This design comes from an exercise in tuning for small area, a short achievable clock period and few clock cycles per item on the open sky130 flow, not from production work. Only simulation tests tie the RTL to the original design; equivalence was not proved. No activity file was given, so power comes from the tool's default toggle rates.

==> flow/design.v <==
module DT(
        input                   clk,
        input                   reset,
        output reg              done,
        output reg              sti_rd,
        output     [9:0]        sti_addr,
        input      [15:0]       sti_di,
        output reg              res_wr,
        output reg              res_rd,
        output reg [13:0]       res_addr,
        output reg [7:0]        res_do,
        input      [7:0]        res_di
        );
        localparam S_W0 = 2'd0, S_W1 = 2'd1, S_RUN = 2'd2, S_END = 2'd3;
        reg        bwd;           
        reg [1:0]  st;
        reg [6:0]  r, ra;         
        reg [2:0]  q;             
        reg [15:0] acur, bcur;    
        reg [1:0]  ah, bh;        
        reg        la, la_ok;     
        reg [3:0]  cs, ns;        
        reg        pvc, pvn;      
        reg        wst;           
        reg        c_t1, c_bg;    
        reg        c_needf, c_needu;   
        reg        more;          
        reg        anew;          
        reg        rsel;          
        reg [2:0]  sw;            
        reg        n_t1, n_lt1, n_bg;    
        reg        n_adj;         
        reg [5:0]  u0, u1, u2;    
        reg [2:0]  v;
        reg [5:0]  fo;            
        reg        fv;
        reg [1:0]  rtgt;          
        reg        pend;          
        reg [6:0]  lastp;         
        reg [5:0]  lm1;           
        wire [15:0] di_rev;
        genvar gi;
        generate for (gi = 0; gi < 16; gi = gi + 1) begin : g_rev
                assign di_rev[gi] = sti_di[15-gi];
        end endgenerate
        wire [15:0] di_scan = bwd ? sti_di : di_rev;
        function [3:0] enc;
                input [15:0] x;
                begin
                        enc[0] = |(x & 16'hAAAA);
                        enc[1] = |(x & 16'hCCCC);
                        enc[2] = |(x & 16'hF0F0);
                        enc[3] = |(x & 16'hFF00);
                end
        endfunction
        wire [18:0] ea = {1'b1, acur, ah[1], ah[0]};
        wire [17:0] eb = {bcur, bh[1], bh[0]};
        wire [15:0] t1v, lt1v;
        generate for (gi = 0; gi < 16; gi = gi + 1) begin : g_fl
                assign t1v[gi]  = ~(eb[gi+1] & ea[gi+1] & ea[gi+2] & ea[gi+3]);
                assign lt1v[gi] = ~(eb[gi] & ea[gi] & ea[gi+1] & ea[gi+2]);
        end endgenerate
        wire [15:0] nth, rlo;     
        generate for (gi = 0; gi < 16; gi = gi + 1) begin : g_th
                assign nth[gi] = (ns >= gi);
        end endgenerate
        wire [15:0] bsel = bwd ? 16'hFFFF : bcur;
        wire [15:0] rem  = ~wst ? bsel : pvn ? (bsel & ~nth) : 16'h0000;
        assign rlo[0] = 1'b0;
        generate for (gi = 1; gi < 16; gi = gi + 1) begin : g_lo
                assign rlo[gi] = |rem[gi-1:0];
        end endgenerate
        wire [15:0] oh3  = rem & ~rlo;
        wire        pv3  = |rem;
        wire        f3_t1  = |(t1v & oh3);
        wire        f3_lt1 = |(lt1v & oh3);
        wire        f3_bg  = ~|(bcur & oh3);
        wire run    = (st == S_RUN);
        wire c15 = (cs == 4'd15);
        wire n15 = (ns == 4'd15);
        wire pready = run & pvc;
        wire t1    = c_t1;
        wire needf = c_needf;
        wire needu = c_needu;
        wire t1n    = n_t1 | (n15 & ~la);
        wire needfn = bwd & ~n_bg & ~t1n;
        wire needun = bwd ? (needfn & ~n_lt1) : (~t1n & ~n_lt1);
        wire [2:0]  qm = q - 3'd1;
        wire [2:0]  qp = q + 3'd1;
        wire [6:0]  p    = {q, cs};
        wire [6:0]  pm1  = {(cs == 4'd0) ? qm : q, cs - 4'd1};
        wire [6:0]  pp1  = {c15 ? qp : q, cs + 4'd1};
        wire [6:0]  p2   = {q, ns};
        wire [6:0]  p2m1 = {(ns == 4'd0) ? qm : q, ns - 4'd1};
        wire [6:0]  p2p1 = {n15 ? qp : q, ns + 4'd1};
        wire [2:0] vn  = v | ({3{res_rd}} & {rtgt == 2'd2, rtgt == 2'd1, rtgt == 2'd0});
        wire       fvn = fv | (res_rd & (rtgt == 2'd3));
        wire missf  = needf & ~fvn;
        wire [2:0] missu = {3{needu}} & ~vn;
        wire compute = pready & ~res_rd & ~(needf & ~fv) & ~(needu & ~(&v));
        wire [1:0] tgta = missf ? 2'd3 : missu[0] ? 2'd0 : missu[1] ? 2'd1 : 2'd2;
        wire [6:0] rposa = (missu[0] & ~missf) ? pm1 : (missf | missu[1]) ? p : pp1;
        wire rda = pready & (missf | (|missu));
        wire adv = compute | (run & ~pvc & pvn);
        wire [2:0] vsh = ~compute ? v : n_adj ? {1'b0, v[2], v[1]} : 3'b000;
        wire [2:0] missub = {3{needun}} & ~vsh;
        wire [1:0] tgtb = needfn ? 2'd3 : missub[0] ? 2'd0 : missub[1] ? 2'd1 : 2'd2;
        wire [6:0] rposb = missub[0] & ~needfn ? p2m1 : (needfn | missub[1]) ? p2 : p2p1;
        wire rdb = pvn & (needfn | (|missub));
        wire rd_next = adv ? rdb : rda;
        wire [1:0] tgt_next = adv ? tgtb : tgta;
        wire [6:0] rpos = adv ? rposb : rposa;
        wire [6:0] rrow = (tgt_next == 2'd3) ? r : ra;
        wire [6:0] rcol = bwd ? ~rpos : rpos;
        wire [6:0] wpos = compute ? p : lastp;
        wire [6:0] wcol = bwd ? ~wpos : wpos;
        wire [5:0] L   = res_do[5:0];
        wire [5:0] Lp1 = L + 6'd1;
        wire [5:0] u2p1 = u2 + 6'd1;
        wire [5:0] fom1 = fo - 6'd1;
        wire e   = needu & ((u0 == lm1) | (u1 == lm1));
        wire yl  = needu & (e ? (u2 < lm1) : (u2 < L));
        wire zx  = e ? (fo <= lm1) : (fo <= L);
        wire zy  = (fo <= u2);
        wire zl  = bwd & (yl ? zy : zx);
        wire [5:0] vmin = zl ? fo : yl ? u2p1 : e ? L : Lp1;
        wire [5:0] lmin = zl ? fom1 : yl ? u2 : e ? lm1 : L;
        wire force0 = bwd & c_bg;
        wire [5:0] val  = force0 ? 6'd0 : t1 ? 6'd1 : vmin;
        wire [5:0] lval = (force0 | t1) ? 6'd0 : lmin;
        wire word_end = run & ~more & (compute | ~pvc);
        wire row_end  = word_end & (q == 3'd7);
        wire last_row = bwd ? (r == 7'd0) : (r == 7'd126);
        wire newpend  = compute | pend;
        assign sti_addr = {rsel ? r : ra, sw};
        wire [2:0] w0  = bwd ? 3'd7 : 3'd0;
        wire [2:0] wq1 = bwd ? ~qp : qp;
        always @(posedge clk) begin
                if (res_rd) begin
                        case (rtgt)
                        2'd0: u0 <= res_di[5:0];
                        2'd1: u1 <= res_di[5:0];
                        2'd2: u2 <= res_di[5:0];
                        default: fo <= res_di[5:0];
                        endcase
                end
                if (compute) begin
                        res_do <= {2'b00, val};
                        lm1 <= lval;
                        u0 <= u1;
                        u1 <= u2;
                        lastp <= p;
                end
                if (adv) begin
                        cs <= ns;
                        c_t1 <= t1n;
                        c_needf <= needfn;
                        c_needu <= needun;
                        c_bg <= n_bg;
                end
                if (adv | ~pvn) begin
                        ns <= enc(oh3);
                        n_t1 <= f3_t1;
                        n_lt1 <= f3_lt1;
                        n_bg <= f3_bg;
                        n_adj <= adv & ~n15 & rem[ns + 4'd1];
                end
                rtgt <= tgt_next;
                res_addr <= rd_next ? {rrow, rcol} : {r, wcol};
                if (st == S_W0 || (run && !more && !anew))
                        acur <= di_scan;
                if (run && !la_ok)
                        la <= di_scan[0];
                if (st == S_W1) begin
                        bcur <= di_scan;
                        cs <= 4'd0;
                        ns <= 4'd1;
                        n_adj <= 1'b1;
                        c_t1  <= ~(bh[1] & ah[1] & acur[0] & acur[1]);
                        c_needf <= di_scan[0] & (bh[1] & ah[1] & acur[0] & acur[1]);
                        c_needu <= di_scan[0] & (bh[1] & ah[1] & acur[0] & acur[1]) & (bh[0] & ah[0] & ah[1] & acur[0]);
                        c_bg  <= ~di_scan[0];
                        n_t1  <= ~(di_scan[0] & acur[0] & acur[1] & acur[2]);
                        n_lt1 <= ~(bh[1] & ah[1] & acur[0] & acur[1]);
                        n_bg  <= ~di_scan[1];
                end
        end
        always @(posedge clk) begin
                if (!reset) begin
                        bwd <= 1'b0;
                        st <= S_W0;
                        r <= 7'd1;
                        ra <= 7'd0;
                        q <= 3'd0;
                        pvc <= 1'b0;
                        pvn <= 1'b0;
                        wst <= 1'b0;
                        ah <= 2'b00;
                        bh <= 2'b00;
                        la_ok <= 1'b0;
                        more <= 1'b0;
                        anew <= 1'b0;
                        rsel <= 1'b0;
                        sw <= 3'd0;
                        v <= 3'b000;
                        fv <= 1'b0;
                        pend <= 1'b0;
                        done <= 1'b0;
                        res_wr <= 1'b0;
                        res_rd <= 1'b0;
                        sti_rd <= 1'b0;
                end else begin
                        v <= vn;
                        fv <= fvn;
                        if (compute) begin
                                v <= (n_adj | (c15 & ~pvn)) ? {1'b0, v[2], v[1]} : 3'b000;
                                fv <= 1'b0;
                        end
                        if (adv)
                                pvc <= pvn;
                        if (adv | ~pvn) begin
                                pvn <= pv3;
                                more <= pv3;
                                wst <= 1'b1;
                        end
                        if (run && !more && !anew) begin
                                anew <= 1'b1;
                                ah <= acur[15:14];
                        end
                        res_rd <= rd_next;
                        if (rd_next) begin
                                res_wr <= 1'b0;
                                pend <= newpend;
                        end else begin
                                res_wr <= newpend;
                                pend <= 1'b0;
                        end
                        sti_rd <= 1'b0;
                        case (st)
                        S_W0: begin
                                sti_rd <= 1'b1;
                                sw <= w0;
                                rsel <= sti_rd;
                                if (sti_rd)
                                        st <= S_W1;
                        end
                        S_W1: begin
                                anew <= 1'b0;
                                sw <= wq1;
                                rsel <= 1'b0;
                                if (bwd) begin
                                        pvc <= 1'b1;
                                        pvn <= 1'b1;
                                        more <= 1'b1;
                                        wst <= 1'b1;
                                end else begin
                                        pvc <= 1'b0;
                                        pvn <= 1'b0;
                                        more <= |di_scan;
                                        wst <= 1'b0;
                                        if (!di_scan[0]) v <= 3'b000;
                                end
                                sti_rd <= 1'b1;
                                la_ok <= 1'b0;
                                st <= S_RUN;
                        end
                        S_RUN: begin
                                la_ok <= 1'b1;
                                if (word_end) begin
                                        la_ok <= 1'b0;
                                        bh <= bcur[15:14];
                                        rsel <= 1'b1;
                                        if (!row_end) begin
                                                q <= q + 3'd1;
                                                sti_rd <= 1'b1;
                                                st <= S_W1;
                                        end else begin
                                                q <= 3'd0;
                                                ah <= 2'b00;
                                                bh <= 2'b00;
                                                v <= 3'b000;
                                                sti_rd <= 1'b1;
                                                rsel <= 1'b0;
                                                sw <= (last_row | bwd) ? 3'd7 : 3'd0;
                                                st <= S_W0;
                                                if (last_row) begin
                                                        if (bwd) begin
                                                                sti_rd <= 1'b0;
                                                                st <= S_END;
                                                        end else begin
                                                                bwd <= 1'b1;
                                                                r <= 7'd127;
                                                                ra <= 7'd0;
                                                        end
                                                end else begin
                                                        r <= bwd ? r - 7'd1 : r + 7'd1;
                                                        ra <= r;
                                                end
                                        end
                                end
                        end
                        S_END: begin
                                if (!newpend)
                                        done <= 1'b1;
                        end
                        endcase
                end
        end
endmodule
==> flow/run.sh <==
#!/bin/bash
# synth_recipe.tcl (not shown) runs the flow's synth.tcl, then flattens the netlist and writes it again
# the make line also repeats each setting of config.mk as NAME=value (left out here)
make -C /OpenROAD-flow-scripts/flow DESIGN_CONFIG=/design/flow/config.mk WORK_HOME=/design/flow/orfs CLKGATE_MAP_FILE= SYNTH_SCRIPT=/design/flow/synth_recipe.tcl finish
==> flow/config.mk <==
export PLATFORM = sky130hd
export DESIGN_NAME = DT
export DESIGN_NICKNAME = DT
export VERILOG_FILES = /design/flow/design.v
export SDC_FILE = /design/flow/constraint.sdc
export NUM_CORES = 4
export LEC_CHECK = 0
export CAP_MARGIN = 20
export CORE_MARGIN = 2
export CORE_UTILIZATION = 40
export CTS_BUF_LIST = sky130_fd_sc_hd__clkbuf_8
export CTS_CLUSTER_SIZE = 16
export SETUP_SLACK_MARGIN = 5
export SLEW_MARGIN = 20
export TNS_END_PERCENT = 100
==> flow/constraint.sdc <==
create_clock -name core_clock -period 9.0 [get_ports {clk}]
set_input_delay 1.8000 -clock core_clock [delete_from_list [all_inputs] [get_ports {clk}]]
set_output_delay 1.8000 -clock core_clock [all_outputs]
set_load 0.01 [all_outputs]
==> results_dict.tcl, run 1 <==
set metrics [dict create \
    status "timing/DRC/antenna clean" \
    switchingPower_mw 0.9411 \
    synth-edff-count 76 \
    vias_per_cell 5.717 \
    synth-seq-cells 151 \
    clkPwrFrac_pct 22.6 \
    vias 7815 \
    r2r_setup_slack_ps 5250 \
    whs_endpoint "lastp[3]$_DFF_P_" \
    clk_pin_slew_ps 90 \
    start_util_pct 41.04 \
    antenna_found_initial 0 \
    ioPinCount 62 \
    row_count 55 \
    cp_slowest_stage_delay_ps 610 \
    gp_congestion 0.9522 \
    tritoncts "done" \
    ys_top_cells_by_area "edfxtp_1 24%, dfxtp_1 16%, ha_1 6.8%, nand2_1 4.3%, mux2_2 3.5%" \
    firstDrtPassIters 6 \
    numCtsBuffers 17 \
    end_kind "register" \
    power.density_nw_per_um2 221.7 \
    fin_nets 1119 \
    cts_sinks 151 \
    crit_chain "clkinvlp_4 -> ha_1 -> nand2b_1 -> a21oi_1 -> a211oi_4 -> nand3_1 -> or2_1 -> nor3_2 -> a22oi_1 -> a32o_1" \
    first_iter_violations 714 \
    gr-total-overflow 0 \
    synth-main-ff-cell "edfxtp_1" \
    clockBufferDepth 2 \
    portBuffers 57 \
    drive_gt1_share_pct 9.203 \
    post-route-period-util_pct 41.68 \
    core_area_um2 22780 \
    synth_async_sr_flop_share_pct 0 \
    grt_pass1_vias 7673 \
    syn_inst 1005 \
    cap_viol_max_count 0 \
    tns_ps 0 \
    critPathBufInv 1 \
    fill_cells 2222 \
    startpoint_type "register" \
    hp-start "lastp[3]$_DFF_P_" \
    worstPathMaxFanout 8 \
    netlist_area_um2 9349 \
    synth_cell_types 90 \
    whs_path_depth 2 \
    crit_family "simple AND/OR/NAND/NOR gates" \
    finalSetupViolCount 0 \
    hpwl_um 18440 \
    insertion_delay_ps 470 \
    p_int_mw 1.401 \
    die_width_um 156.9 \
    yosysWarningCount 1 \
    n_antenna_cell 0 \
    crit_type "reg2reg" \
    rr_worst_depth 10 \
    rsz0062_at_grt "false" \
    track_usage_pct 21.22 \
    ant_nets 0 \
    wl_um 25210 \
    remaining_drc_errors 0 \
    post-route-min-period_ps 3752 \
    drt-wirelength-per-cell_um 18.44 \
    skew_ps 18.24 \
    grt_pass1_wl_um 40730 \
    final_core_util_pct 46.38 \
    swShare_pct 40.18 \
    synth.top_cell.area_share_pct 24.41 \
    rr_endpoint "n_bg$_DFFE_PP_" \
    layout-area-overhead-vs-synth_pct 13.00 \
    fp.dieH_um 156.9 \
    yosysTopAreaCell "edfxtp_1" \
    p_leak_nw 3.814 \
    power_frac_comb_pct 35.7 \
    ir_drop_v 0.0001131 \
    die-area_um2 24610 \
    worst_ep_arrival_time_ps 3950 \
    seq_power_share_pct 41.7 \
    max_slew_margin_pct 40.91 \
    worstPathRequired_ps 9200 \
    rr_startpoint "ns[0]$_SDFFE_PP1P_" \
    htree_levels 4 \
    grt_max_degree 65 \
    hold_violations 0 \
    ys_seq_area_share_pct 40.47 \
    min_path_type "reg2reg" \
    post_cts_buffers 0 \
    cpMaxStageDelayCell "dfxtp_1" \
    worstMarginPinSlew_ps 874.0 \
    cts_root_buf "clkbuf_8" \
    fmaxAchievable_mhz 266.6 \
    slew_violations 0 \
    syn_avg_cell_area_um2 9.302 \
]
## flip-flops by register name, indices dropped and copies added, names as in the netlist, 7 cells and up
signal	flops
acur	16
bcur	16
lastp	7
r	7
ra	7
res_addr	14
## worst reg2reg max path: cells and delay by family, from the launching register on
family                   cells  cell delay, ps
AND/OR/NAND/NOR              4            1090
AO/OA/AOI/OAI                4            1050
flip-flops                   1             610
adder cells (fa/ha/maj)      1             390
buffers and inverters        1             370
## per-layer routing
metal	wire, µm	GRT usage [%]
met1	11460	27.96
met2	12300	36.13
met3	1143	3.849
met4	303	4.937
met5	0	0
## cell type report
class | instances | area, µm² | share of cell area (%)
clock buffers | 17 | 234.0 | 2.215
inverters | 50 | 195.2 | 1.848
flip-flops and latches | 151 | 3785 | 35.83
clock inverters | 15 | 157.7 | 1.492
well taps | 313 | 391.6 | 3.707
multi-input cells | 759 | 5192 | 49.15
repair buffers | 62 | 608.1 | 5.756
## synthesized netlist by cell type (6+ instances only)
cell	count
nor3b_1	8
a31oi_1	10
o22a_1	7
a22oi_1	15
nor2_1	70
o22ai_1	8
a21boi_0	7
nand2b_1	16
nand3_1	24
buf_2	14
nand2_1	107
nor3_1	16
o21a_1	9
ha_1	51
xnor2_1	35
o211ai_1	10
nor2b_1	11
a211oi_1	16
and3_1	12
a21o_1	7
edfxtp_1	76
mux2_2	29
o21ai_0	60
inv_1	46
a21oi_1	63
nand4_1	28
dfxtp_1	75
clkbuf_1	26
mux2i_1	14
and2_1	6
mux2_1	7
## power groups by stage
stage	Clock, mW	Sequential (mW)	Combinational [mW]
finish	0.530	0.977	0.835
detailed placement	0	0.990	0.816
global route	0.574	0.991	0.919
CTS	0.543	0.973	0.821
global placement	0	0.989	0.815
floorplan	0	0.926	0.628
## what timing repair did
action	4_1_cts	5_1_grt
hold buffers	0	0
gates resized for setup	0	6
endpoints found under the setup margin	0	28
## layout by cell type (no fill, tap or decap), types with 11 or more instances in the layout
cell type and instances:
a21oi_1 62, clkdlybuf4s50_1 57, mux2_2 29, nand2_1 107
dfxtp_1 74, clkbuf_8 17, inv_1 46, xnor2_1 35
nand3_1 24, mux2i_1 14, nand2b_1 16, a211oi_1 16
edfxtp_1 76, and3_1 12, o21ai_0 60, ha_1 51
a22oi_1 15, nor3_1 15, nand4_1 28, nor2_1 69
nor2b_1 11
## kinds of logic (layout without fill, tap and decap cells)
kind of cell,after synthesis,in the layout,synth area share (%)
xor+xnor,40,40,3.747
other cells,1,2,0.04011
flops,151,151,40.47
fa+ha+maj,52,52,7.040
buf+inv,96,144,4.162
mux,52,52,6.317
simple gates,336,336,18.07
compound gates,277,277,20.16
## metrics by stage
| step | setup slack (ps) | area, µm² | cells | power, mW | hold slack (ps) |
|---|---|---|---|---|---|
| global route | 5052 | 10560 | 1367 | 2.485 | 487.5 |
| floorplan | 5880 | 9353 | 1006 | 1.554 | 417.8 |
| finish | 5248 | 10560 | 1367 | 2.342 | 451.9 |
| detailed placement | 4676 | 10150 | 1335 | 1.806 | 433.1 |
| CTS | 5104 | 10540 | 1367 | 2.338 | 453.7 |
| global placement | 4702 | 10150 | 1335 | 1.804 | 433.7 |
## worst max-delay path by stage
stage                                       start                       to  slack, ps  depth (start not counted)
after floorplan           res_do[3]$_SDFFCE_PP0P_  res_do[4]$_SDFFCE_PP0P_       5880                         15
after global placement                      reset        more$_SDFFE_PN0P_       4700                          4
after detailed placement                    reset        more$_SDFFE_PN0P_       4680                          4
after CTS                         u2[3]$_DFFE_PP_  res_do[2]$_SDFFCE_PP0P_       5100                          8
after global routing           ns[0]$_SDFFE_PP1P_           n_bg$_DFFE_PP_       5050                         10
final                          ns[0]$_SDFFE_PP1P_           n_bg$_DFFE_PP_       5250                         10
Testbench counts, summed over its fixed seeds: cycles 1,019,793, images 24.
==> run 2, diff against run 1 <==
==> flow/flow/run.sh (new file) <==
#!/bin/bash
set -euo pipefail
MARGIN=5.5
if grep -q 'SETUP_SLACK_MARGIN=' standard.sh; then
  sed -E "s/SETUP_SLACK_MARGIN=[0-9.]+/SETUP_SLACK_MARGIN=${MARGIN}/" standard.sh > standard_margin.sh
else
  sed -E "s/\"\\$\\{@:-finish\\}\"/SETUP_SLACK_MARGIN=${MARGIN} \"\${@:-finish}\"/" standard.sh > standard_margin.sh
fi
grep -q "SETUP_SLACK_MARGIN=${MARGIN}" standard_margin.sh
bash standard_margin.sh finish > layout.log 2>&1
test -s out/final.def
==> flow/standard.sh (new file) <==
#!/bin/bash
# synth_recipe.tcl (not shown) runs the flow's synth.tcl, then flattens the netlist and writes it again
# the make line also repeats each setting of config.mk as NAME=value (left out here)
make -C /OpenROAD-flow-scripts/flow DESIGN_CONFIG=/design/flow/config.mk WORK_HOME=/design/flow/orfs CLKGATE_MAP_FILE= SYNTH_SCRIPT=/design/flow/synth_recipe.tcl "${@:-finish}"
removed: flow/run.sh
==> run 2 against run 1 <==
Net effect:
- still clean on timing, DRC and antenna
- first-iteration DRC count decreased by 16%
- cell count rose by 0.51%
- count of clock-buffer cells in the layout is the same
- sequential share of layout area is 0.31 points lower
- design area grew 1.1%
- die area unchanged
- worst setup slack improved by 340 ps
- worst hold slack is essentially flat
- largest power group unchanged
- highest routed layer unchanged
==> results_dict.tcl, run 2 <==
set metrics [dict create \
    startpoint "rsel$_SDFFE_PN0P_" \
    whs_path_depth 2 \
    reg_top3 "acur (16), bcur (16), res_addr (14)" \
    cts_sinks 151 \
    tritoncts "done" \
    n_antenna_cell 0 \
    seq_power_share_pct 41.4 \
    finalSetupViolCount 0 \
    final_cell_area_um2 10680 \
    status "timing/DRC/antenna clean" \
    netlist_area_um2 9349 \
    fmaxAchievable_mhz 293.3 \
    ant_nets 0 \
    power_frac_comb_pct 36.2 \
    fin_nets 1126 \
    syn_avg_cell_area_um2 9.302 \
    drt-wirelength-per-cell_um 18.43 \
    insertion_delay_ps 470 \
    slew_violations 0 \
    final_cell_mix "107 x nand2_1, 76 x edfxtp_1, 71 x dfxtp_1" \
    hpwl_um 18440 \
    skew_ps 17.78 \
    max_slew_margin_pct 38.82 \
    switchingPower_mw 0.9488 \
    place_area_um2 10150 \
    cp_slowest_stage_delay_ps 410 \
    numCtsBuffers 17 \
    crit_chain "buf_4 -> mux2_2 -> dlygate4sd2_1" \
    worstPathMaxFanout 7 \
    rr_endpoint "n_bg$_DFFE_PP_" \
    fp.dieH_um 156.9 \
    ys_seq_area_share_pct 40.47 \
    rr_startpoint "ns[3]$_SDFFE_PP0P_" \
    startpoint_type "register" \
    ctsHoldBuffers 0 \
    cpMaxStageDelayCell "dfxtp_4" \
    gr-total-overflow 0 \
    p_leak_nw 3.896 \
    rsz0062_at_grt "true" \
    power.density_nw_per_um2 221.5 \
    ys_top_cells_by_area "edfxtp_1 24%, dfxtp_1 16%, ha_1 6.8%, nand2_1 4.3%, mux2_2 3.5%" \
    wl_um 25320 \
    portBuffers 57 \
    swShare_pct 40.13 \
    row_count 55 \
    worst_ep_arrival_time_ps 1610 \
    post-route-min-period_ps 3409 \
    grt_max_degree 65 \
    p_int_mw 1.415 \
    ioPinCount 62 \
    rr_worst_depth 8 \
    worstMarginPinSlew_ps 905.0 \
    gp_congestion 0.9522 \
    crit_family "buffers and inverters" \
    clockBufferDepth 2 \
    layout-area-overhead-vs-synth_pct 14.19 \
    cap_viol_max_count 0 \
    worstPathRequired_ps 7200 \
    antenna_found_initial 0 \
    yosysWarningCount 1 \
    synth-seq-cells 151 \
    synth_cell_types 90 \
    post-route-period-util_pct 37.88 \
    critPathBufInv 2 \
    die-area_um2 24610 \
    vias 7902 \
    yosysTopAreaCell "edfxtp_1" \
    grt_pass1_wl_um 40700 \
    htree_levels 4 \
    r2r_setup_slack_ps 5650 \
    synth_async_sr_flop_share_pct 0 \
    core_area_um2 22780 \
    firstDrtPassIters 6 \
    start_util_pct 41.04 \
    remaining_drc_errors 0 \
    clk_pin_slew_ps 100 \
    hp-start "lastp[3]$_DFF_P_" \
    first_iter_violations 597 \
    vias_per_cell 5.751 \
    finalPower_mw 2.364 \
    synth-edff-count 76 \
    tns_ps 0 \
    synth-main-ff-cell "edfxtp_1" \
    die_width_um 156.9 \
    min_path_type "reg2reg" \
    whs_endpoint "lastp[3]$_DFF_P_" \
    synth.top_cell.area_share_pct 24.41 \
    clkPwrFrac_pct 22.4 \
    cts_root_buf "clkbuf_8" \
    final_common_cell "nand2_1" \
    drive_gt1_share_pct 10.93 \
    track_usage_pct 21.27 \
    syn_inst 1005 \
    grt_pass1_vias 7696 \
    synth.most_common_cell "nand2_1" \
    end_kind "output pin" \
    ir_drop_v 0.0001127 \
    hold_violations 0 \
    synth_commonest_cells "107 x nand2_1, 76 x edfxtp_1, 75 x dfxtp_1" \
    crit_type "reg2out" \
]
[run 2: cell types whose count changed in the layout (fill, tap and decap cells not counted), sizes merged]
| cell | before | now |
|---|---|---|
| inv | 57 | 58 |
| clkinv | 3 | 4 |
| clkinvlp | 4 | 2 |
| buf | 5 | 12 |
| clkdlybuf4s50 | 57 | 50 |
| dlygate4sd2 | 0 | 7 |
[run 2: worst reg2reg max path, cell delays in order (launching register included)]
cell	delay, ps
dfxtp_1	700
nand2b_1	220
nand2_1	270
o22a_1	360
a2111oi_0	720
a222oi_1	180
o211ai_1	240
a221oi_1	100
a32o_1	320
[run 2: routing by layer]
| metal | global-route usage (%) | wire (µm) | up-vias |
|---|---|---|---|
| li1 | - | - | 3837 |
| met1 | 27.92 | 11330 | 3783 |
| met2 | 36.17 | 12310 | 247 |
| met3 | 3.849 | 1253 | 35 |
| met4 | 5.374 | 430 | 0 |
| met5 | 0 | 0 | - |
[run 2: what timing repair did]
item	CTS	global route
buffers inserted	1	6
pin swaps	0	2
endpoints found under the setup margin	58	54
gates resized for setup	22	12
endpoints found under the hold margin	0	0
[run 2: kinds of logic after synthesis]
group / count (synthesis) / share of synthesized area [%]
flops: 151 / 40.47
other cells: 1 / 0.04011
buf+inv: 96 / 4.162
simple gates: 336 / 18.07
fa+ha+maj: 52 / 7.040
compound gates: 277 / 20.16
xor+xnor: 40 / 3.747
mux: 52 / 6.317
[run 2: worst max path at each step]
stage               slack, ps  cells after the start                       to
floorplan                5880                     15  res_do[4]$_SDFFCE_PP0P_
global route             5450                     11       st[0]$_SDFFE_PN0P_
detailed placement       4680                      4        more$_SDFFE_PN0P_
CTS                      5550                     13  res_do[4]$_SDFFCE_PP0P_
finish                   5590                      3              sti_addr[9]
global placement         4700                      4        more$_SDFFE_PN0P_
[run 2: power by group through the flow]
stage	combinational, mW	clock (mW)	sequential (mW)
4_1_cts	0.826	0.543	0.975
3_5_place_dp	0.816	0	0.990
6_report	0.855	0.530	0.979
3_3_place_gp	0.815	0	0.989
5_1_grt	0.940	0.575	0.994
2_1_floorplan	0.628	0	0.926
[run 2: layout make-up]
type | count | area (µm²)
timing repair buffer | 69 | 651.9
clock inverter | 15 | 157.7
clock buffer | 17 | 234.0
multi-input combinational | 759 | 5258
tap | 313 | 391.6
sequential | 151 | 3791
inverter | 50 | 191.4
fill | 2222 | 12100
[run 2: through the flow]
step	worst slack, ps	utilization, %	hold WS [ps]	std cells
global route	5449	46.87	487.5	1374
floorplan	5880	-	417.8	1006
CTS	5549	46.44	453.7	1368
finish	5591	46.87	452.1	1374
global placement	4702	44.57	433.7	1335
detailed placement	4676	44.57	433.1	1335
==> run 3, diff against run 2 <==
--- a/flow/flow/run.sh
+++ b/flow/flow/run.sh
@@ -1,5 +1,5 @@
 #!/bin/bash
 set -euo pipefail
-MARGIN=5.5
+MARGIN=5.75
 if grep -q 'SETUP_SLACK_MARGIN=' standard.sh; then
   sed -E "s/SETUP_SLACK_MARGIN=[0-9.]+/SETUP_SLACK_MARGIN=${MARGIN}/" standard.sh > standard_margin.sh
==> run 3 against run 2 <==
Net effect:
- maximum frequency increased by 5.4%
- sequential share of layout area decreased by 0.76 points
- routed wire length increased by 1.4%
- cell count increased by 1.5%
- design area increased by 2.4%
- global-route usage increased by 0.31 points
- count of clock-buffer cells in the layout unchanged
- non-clock buffer count increased by 20
- critical endpoint unchanged
- die area unchanged
==> results_dict.tcl, run 3 <==
set metrics [dict create \
    drt-wirelength-per-cell_um 18.41 \
    insertion_delay_ps 480 \
    grt_pass1_wl_um 41320 \
    ant_nets 0 \
    seq_power_share_pct 41.0 \
    synth_commonest_cells "107 x nand2_1, 76 x edfxtp_1, 75 x dfxtp_1" \
    synth-seq-cells 151 \
    synth.top_cell.area_share_pct 24.41 \
    final_cell_area_um2 10930 \
    start_util_pct 41.04 \
    final_cell_mix "106 x nand2_1, 76 x edfxtp_1, 67 x nor2_1" \
    cts_root_buf "clkbuf_8" \
    critPathBufInv 2 \
    syn_avg_cell_area_um2 9.302 \
    hpwl_um 18440 \
    post-route-min-period_ps 3233 \
    cp_common_cell "buf_6" \
    rr_worst_depth 10 \
    netlist_area_um2 9349 \
    remaining_drc_errors 0 \
    numCtsBuffers 17 \
    cts_sinks 151 \
    ys_seq_area_share_pct 40.47 \
    layout-area-overhead-vs-synth_pct 16.96 \
    r2r_setup_slack_ps 5870 \
    grt_pass1_vias 7809 \
    synth_async_sr_flop_share_pct 0 \
    p_int_mw 1.430 \
    hold_violations 0 \
    clockBufferDepth 2 \
    finalSetupViolCount 0 \
    clkPwrFrac_pct 22.2 \
    synth.most_common_cell "nand2_1" \
    fill_cells 2184 \
    yosysWarningCount 1 \
    status "timing/DRC/antenna clean" \
    startpoint_type "register" \
    antenna_found_initial 0 \
    cp_slowest_stage_delay_ps 420 \
    fin_nets 1146 \
    power.density_nw_per_um2 218.9 \
    min_path_type "reg2reg" \
    cpMaxStageDelayCell "dfxtp_4" \
    yosysTopAreaCell "edfxtp_1" \
    cp-endpoint "sti_addr[9]" \
    rr_endpoint "n_lt1$_DFFE_PP_" \
    die_width_um 156.9 \
    synth-main-ff-cell "edfxtp_1" \
    clk_pin_slew_ps 100 \
    fp.dieH_um 156.9 \
    n_antenna_cell 0 \
    worst_ep_arrival_time_ps 1430 \
    ir_drop_v 0.0001136 \
    grt_max_degree 65 \
    synth_cell_types 90 \
    htree_levels 4 \
    power_frac_comb_pct 36.8 \
    end_kind "output pin" \
    row_count 55 \
    final_common_cell "nand2_1" \
    worstMarginPinSlew_ps 895.6 \
    ioPinCount 62 \
    ys_top_cells_by_area "edfxtp_1 24%, dfxtp_1 16%, ha_1 6.8%, nand2_1 4.3%, mux2_2 3.5%" \
    p_leak_nw 4.077 \
    firstDrtPassIters 5 \
    startpoint "rsel$_SDFFE_PN0P_" \
    cap_viol_max_count 0 \
    track_usage_pct 21.59 \
    drive_gt1_share_pct 14.62 \
    tns_ps 0 \
    portBuffers 57 \
    synth-edff-count 76 \
    crit_chain "buf_6 -> mux2_4 -> buf_6" \
    crit_type "reg2out" \
    path_depth 3 \
    slew_violations 0 \
    gp_congestion 0.9522 \
    vias_per_cell 5.678 \
    crit_family "flip-flops" \
    place_area_um2 10150 \
    post-route-period-util_pct 35.92 \
    ctsHoldBuffers 0 \
    fmaxAchievable_mhz 309.3 \
    wl_um 25670 \
    worstPathMaxFanout 7 \
    die-area_um2 24610 \
    reg_top3 "acur (16), bcur (16), res_addr (14)" \
    regArea_um2 3800 \
    rsz0062_at_grt "true" \
    gr-total-overflow 0 \
    switchingPower_mw 0.9632 \
    swShare_pct 40.25 \
    hp-start "lastp[3]$_DFF_P_" \
    tritoncts "done" \
    multiInputGateArea_um2 5333 \
    core_area_um2 22780 \
    rr_startpoint "ns[1]$_SDFFE_PP0P_" \
    first_iter_violations 581 \
    worstPathRequired_ps 7200 \
    max_slew_margin_pct 39.45 \
    skew_ps 17.38 \
    syn_inst 1005 \
    vias 7915 \
]
==> run 3: cell counts after synthesis <==
Identical to the previous run, type by type.
==> run 3: through the flow <==
stage / setup WS [ps] / cells / hold WS (ps) / util, % / power (mW)
5_1_grt: 5708 / 1394 / 486.7 / 48.00 / 2.537
4_1_cts: 5753 / 1380 / 453.7 / 47.09 / 2.360
3_5_place_dp: 4676 / 1335 / 433.1 / 44.57 / 1.806
2_1_floorplan: 5880 / 1006 / 417.8 / - / 1.554
6_report: 5767 / 1394 / 452.0 / 48.00 / 2.393
3_3_place_gp: 4702 / 1335 / 433.7 / 44.57 / 1.804
==> run 3: final cells by class <==
cell class                 count  area share (%)
clock inverter                15           1.442
inverter                      50           1.774
sequential                   151           34.75
clock buffer                  17           2.140
timing repair buffer          89           7.541
multi-input combinational    759           48.77
tap                          313           3.582
==> run 3: how the worst min path moves through the flow <==
stage                                   to  slack, ps  depth (start not counted)
after floorplan           lastp[6]$_DFF_P_        420                          2
after global placement    lastp[6]$_DFF_P_        430                          2
after detailed placement  lastp[6]$_DFF_P_        430                          2
after CTS                 lastp[2]$_DFF_P_        450                          2
after global routing      lastp[6]$_DFF_P_        490                          2
final                     lastp[3]$_DFF_P_        450                          2
==> run 3: metal layers <==
layer | routed length (µm) | vias up | part of all wire, % | global-route usage (%)
li1 | - | 3888 | - | -
met1 | 11530 | 3765 | 45 | 28.22
met2 | 12290 | 225 | 48 | 36.68
met3 | 1345 | 37 | 5.2 | 3.932
met4 | 499 | 0 | 1.9 | 5.767
met5 | 0 | - | 0 | 0
==> run 3: kinds of logic (layout without fill, tap and decap cells) <==
| logic type | after synthesis | count (layout) | share of synthesized area, % |
|---|---|---|---|
| AND/OR/NAND/NOR | 336 | 336 | 18.07 |
| AO/OA/AOI/OAI | 277 | 277 | 20.16 |
| flip-flops | 151 | 151 | 40.47 |
| buffers and inverters | 96 | 171 | 4.162 |
| adder cells (fa/ha/maj) | 52 | 52 | 7.040 |
| multiplexers | 52 | 52 | 6.317 |
| XOR/XNOR | 40 | 40 | 3.747 |
| other | 1 | 2 | 0.04011 |
==> run 3: power groups by stage <==
stage               Combinational (mW)  Clock (mW)  Sequential (mW)
detailed placement               0.816           0            0.990
CTS                              0.841       0.543            0.977
global route                     0.965       0.575            0.996
finish                           0.880       0.532            0.982
floorplan                        0.628           0            0.926
global placement                 0.815           0            0.989
==> run 3: worst reg2reg max path, cell delays in order (launching register included) <==
cell and delay, ps:
dfxtp_2 380, inv_1 230, ha_1 360, nand2b_1 150, a21oi_2 250, nand2_1 150
nand3_1 180, a21oi_1 70, a2111oi_2 480, o2111ai_1 250, o31a_1 380
==> run 3: what timing repair did <==
action	in CTS	in global routing
pin swaps	2	4
endpoints found under the setup margin	89	57
setup buffers	13	14
resized for setup	61	30
==> run 4, diff against run 3 <==
--- a/flow/design.v
+++ b/flow/design.v
@@ -15,5 +15,6 @@
         reg        bwd;           
         reg [1:0]  st;
-        reg [6:0]  r, ra;         
+        reg [6:0]  r;             
+        reg [6:0]  srow;          
         reg [2:0]  q;             
         reg [15:0] acur, bcur;    
@@ -27,5 +28,4 @@
         reg        more;          
         reg        anew;          
-        reg        rsel;          
         reg [2:0]  sw;            
         reg        n_t1, n_lt1, n_bg;    
@@ -37,5 +37,4 @@
         reg [1:0]  rtgt;          
         reg        pend;          
-        reg [6:0]  lastp;         
         reg [5:0]  lm1;           
         wire [15:0] di_rev;
@@ -111,7 +110,8 @@
         wire [1:0] tgt_next = adv ? tgtb : tgta;
         wire [6:0] rpos = adv ? rposb : rposa;
+        wire [6:0] ra   = bwd ? r + 7'd1 : r - 7'd1;    
         wire [6:0] rrow = (tgt_next == 2'd3) ? r : ra;
         wire [6:0] rcol = bwd ? ~rpos : rpos;
-        wire [6:0] wpos = compute ? p : lastp;
+        wire [6:0] wpos = compute ? p : pm1;
         wire [6:0] wcol = bwd ? ~wpos : wpos;
         wire [5:0] L   = res_do[5:0];
@@ -133,5 +133,5 @@
         wire last_row = bwd ? (r == 7'd0) : (r == 7'd126);
         wire newpend  = compute | pend;
-        assign sti_addr = {rsel ? r : ra, sw};
+        assign sti_addr = {srow, sw};
         wire [2:0] w0  = bwd ? 3'd7 : 3'd0;
         wire [2:0] wq1 = bwd ? ~qp : qp;
@@ -150,5 +150,4 @@
                         u0 <= u1;
                         u1 <= u2;
-                        lastp <= p;
                 end
                 if (adv) begin
@@ -191,5 +190,4 @@
                         st <= S_W0;
                         r <= 7'd1;
-                        ra <= 7'd0;
                         q <= 3'd0;
                         pvc <= 1'b0;
@@ -201,5 +199,5 @@
                         more <= 1'b0;
                         anew <= 1'b0;
-                        rsel <= 1'b0;
+                        srow <= 7'd0;
                         sw <= 3'd0;
                         v <= 3'b000;
@@ -241,5 +239,5 @@
                                 sti_rd <= 1'b1;
                                 sw <= w0;
-                                rsel <= sti_rd;
+                                srow <= sti_rd ? r : ra;
                                 if (sti_rd)
                                         st <= S_W1;
@@ -248,5 +246,5 @@
                                 anew <= 1'b0;
                                 sw <= wq1;
-                                rsel <= 1'b0;
+                                srow <= ra;
                                 if (bwd) begin
                                         pvc <= 1'b1;
@@ -270,5 +268,5 @@
                                         la_ok <= 1'b0;
                                         bh <= bcur[15:14];
-                                        rsel <= 1'b1;
+                                        srow <= r;
                                         if (!row_end) begin
                                                 q <= q + 3'd1;
@@ -281,5 +279,4 @@
                                                 v <= 3'b000;
                                                 sti_rd <= 1'b1;
-                                                rsel <= 1'b0;
                                                 sw <= (last_row | bwd) ? 3'd7 : 3'd0;
                                                 st <= S_W0;
@@ -291,9 +288,7 @@
                                                                 bwd <= 1'b1;
                                                                 r <= 7'd127;
-                                                                ra <= 7'd0;
-                                                        end
+                                                                                                end
                                                 end else begin
                                                         r <= bwd ? r - 7'd1 : r + 7'd1;
-                                                        ra <= r;
                                                 end
                                         end
==> run 4 against run 3 <==
Net effect:
- largest cell class unchanged
- power is 4.3% higher
- still clean
- die area is 4.1% higher
- worst setup slack better by 33 ps
- critical endpoint is now res_rd
==> results_dict.tcl, run 4 <==
set metrics [dict create \
    hpwl_um 20110 \
    die_width_um 160.1 \
    status "timing/DRC/antenna clean" \
    ant_nets 0 \
    rr_startpoint "u2[4]$_DFFE_PP_" \
    fin_cells 1448 \
    cts_root_buf "clkbuf_8" \
    first_iter_violations 710 \
    worstPathRequired_ps 7200 \
    place_inst 1407 \
    synth.most_common_cell "nand2_1" \
    end_kind "output pin" \
    grt_pass1_vias 7776 \
    ioPinCount 62 \
    r2r_setup_slack_ps 5930 \
    ys_top_cells_by_area "edfxtp_1 23%, dfxtp_1 14%, ha_1 6.3%, nand2_1 4.0%, nor2_1 3.4%" \
    core_area_um2 24110 \
    power.density_nw_per_um2 225.8 \
    synth_async_sr_flop_share_pct 0 \
    insertion_delay_ps 460 \
    remaining_drc_errors 0 \
    critPathBufInv 1 \
    fmaxAchievable_mhz 312.5 \
    post-route-min-period_ps 3200 \
    grt_max_degree 48 \
    cts_sinks 143 \
    track_usage_pct 20.94 \
    hp-start "bh[0]$_SDFFE_PN0P_" \
    crit_chain "clkdlybuf4s50_1" \
    hold_violations 0 \
    clkPwrFrac_pct 22.2 \
    cp_slowest_stage_delay_ps 540 \
    wl_um 27330 \
    drt-wirelength-per-cell_um 18.88 \
    row_count 57 \
    switchingPower_mw 1.012 \
    rsz0062_at_grt "true" \
    skew_ps 13.10 \
    yosysWarningCount 1 \
    crit_family "buffers and inverters" \
    whs_ps 462.4 \
    start_util_pct 40.43 \
    gp_congestion 0.8980 \
    slew_violations 0 \
    worstMarginPinSlew_ps 887.6 \
    worstPathMaxFanout 8 \
    cap_viol_max_count 0 \
    syn_avg_cell_area_um2 9.108 \
    max_slew_margin_pct 40.43 \
    synth-main-ff-cell "edfxtp_1" \
    htree_levels 4 \
    p_int_mw 1.484 \
    vias_per_cell 5.806 \
    firstDrtPassIters 5 \
    drive_gt1_share_pct 11.92 \
    p_leak_nw 3.929 \
    gr-total-overflow 0 \
    seq_power_share_pct 39.3 \
    reg_top3 "acur (16), bcur (16), res_addr (14)" \
    portBuffers 57 \
    power_frac_comb_pct 38.5 \
    netlist_area_um2 9746 \
    fill_cells 2430 \
    die-area_um2 25630 \
    ys_seq_area_share_pct 37.18 \
    finalSetupViolCount 0 \
    fp.dieH_um 160.1 \
    worst_ep_arrival_time_ps 1400 \
    synth-seq-cells 143 \
    final_cell_mix "104 x nand2_1, 88 x nor2_1, 76 x edfxtp_1" \
    tns_ps 0 \
    crit_type "reg2out" \
    grt_pass1_wl_um 43090 \
    vias 8407 \
    synth_cell_types 106 \
    yosysTopAreaCell "edfxtp_1" \
    min_path_type "reg2reg" \
    tritoncts "done" \
    swShare_pct 40.54 \
    syn_inst 1070 \
    clk_pin_slew_ps 90 \
    antenna_found_initial 0 \
    cpMaxStageDelayCell "clkdlybuf4s50_1" \
    synth_commonest_cells "104 x nand2_1, 89 x nor2_1, 76 x edfxtp_1" \
    n_antenna_cell 0 \
    fin_nets 1186 \
    synth-edff-count 76 \
    startpoint_type "register" \
    synth.top_cell.area_share_pct 23.42 \
    layout-area-overhead-vs-synth_pct 13.44 \
    post-route-period-util_pct 35.56 \
    startpoint "res_rd$_SDFF_PN0_" \
    final_common_cell "nand2_1" \
    clockBufferDepth 2 \
    numCtsBuffers 17 \
    ir_drop_v 0.0001005 \
]
## run 4: cell count changes in the layout (fill, tap and decap cells not counted), moves of 7 or more
cell	before	now
o211ai_1	10	17
nor2_1	67	88
a22oi_1	15	2
buf_4	29	14
clkdlybuf4s50_1	42	55
nor3_1	15	23
a31oi_1	10	18
mux2i_1	14	23
nand3_1	22	38
## run 4: final timing paths
path / to / cells after the start
max reg2reg: res_do[4]$_SDFFCE_PP0P_ / 13
min reg2reg: bh[0]$_SDFFE_PN0P_ / 2
max: res_rd / 1
min: bh[0]$_SDFFE_PN0P_ / 2
## run 4: per-stage QoR
stage / setup WS (ps) / util (%) / instance area [µm²] / total power [mW]
floorplan: 6002 / - / 9749 / 1.643
global placement: 5185 / 43.51 / 10490 / 1.930
detailed placement: 5207 / 43.51 / 10490 / 1.931
CTS: 5669 / 45.49 / 10970 / 2.487
global route: 5699 / 45.86 / 11060 / 2.639
finish: 5800 / 45.86 / 11060 / 2.496
## run 4: repair_timing
action / 4_1_cts / 5_1_grt
setup buffers: 4 / 5
resized for setup: 9 / 14
pin swaps: 0 / 1
hold buffers: 0 / 0
setup endpoints to repair: 25 / 39
gates cloned: 0 / 0
## run 4: layer usage
layer	up-vias	part of all wire [%]	GRT usage [%]
met1	4029	47	29.25
met2	261	47	34.57
li1	4089	-	-
met4	0	1.4	5.119
met3	28	4.9	2.649
met5	-	0	0
## run 4: area by class of cell
class	instances	area, µm²	area share [%]
flip-flops and latches	143	3632	32.85
clock buffers	17	234.0	2.116
repair buffers	72	691.9	6.258
inverters	52	198.9	1.799
multi-input cells	825	5708	51.63
well taps	324	405.4	3.667
clock inverters	15	185.2	1.675
## run 4: kinds of logic (layout without fill, tap and decap cells)
kind of cell | after synthesis | count (layout) | share of synthesized area, %
AO/OA/AOI/OAI | 300 | 300 | 21.86
multiplexers | 52 | 52 | 5.944
adder cells (fa/ha/maj) | 49 | 49 | 6.291
flip-flops | 143 | 143 | 37.18
AND/OR/NAND/NOR | 377 | 377 | 19.69
buffers and inverters | 103 | 156 | 4.943
XOR/XNOR | 45 | 45 | 4.044
other | 1 | 2 | 0.03848
## run 4: power groups by stage
stage                     Clock (mW)  Sequential, mW  Combinational [mW]
after global routing           0.590           0.998                1.05
after global placement             0           0.992               0.939
after detailed placement           0           0.992               0.939
after floorplan                    0           0.915               0.728
after CTS                      0.564           0.978               0.945
final                          0.554           0.982               0.960
Testbench counts of run 4, summed over its fixed seeds: cycles 1,019,793, images 24.

separate check: timing with driven ports:
In the flow no input, the clock included, has a driving cell. The finished layouts below were timed again as built, in two steps.
Step 1, drivers: a clkbuf_16 drives clk and a buf_2 each remaining input, both assumed.
Step 2 also shifts input and output timing later by t, the mid clock arrival at the registers, as if the neighbouring blocks saw the same clock.
a / b / c = ideal ports / drivers / drivers and shift; a / b = the first two.
| run | t (ns) | setup WS [ns] | hold WS [ns] | cell pins on the clock port's net |
|---|---|---|---|---|
| run 1 | 0.497 | 5.248 / 5.248 / 4.947 | 0.452 / 0.452 / 0.452 | 1 |
| run 2 | 0.506 | 5.591 / 5.549 / 5.324 | 0.452 / 0.452 / 0.452 | 1 |
| run 3 | 0.508 | 5.767 / 5.725 / 5.388 | 0.452 / 0.452 / 0.452 | 1 |
| run 4 | 0.491 | 5.800 / 5.760 / 5.392 | 0.462 / 0.462 / 0.462 | 1 |
After both steps setup and hold are still met in every run listed. For run 4, which loses most, drivers alone change the setup slack by -0.040 ns; drivers and shift together by -0.408 ns.
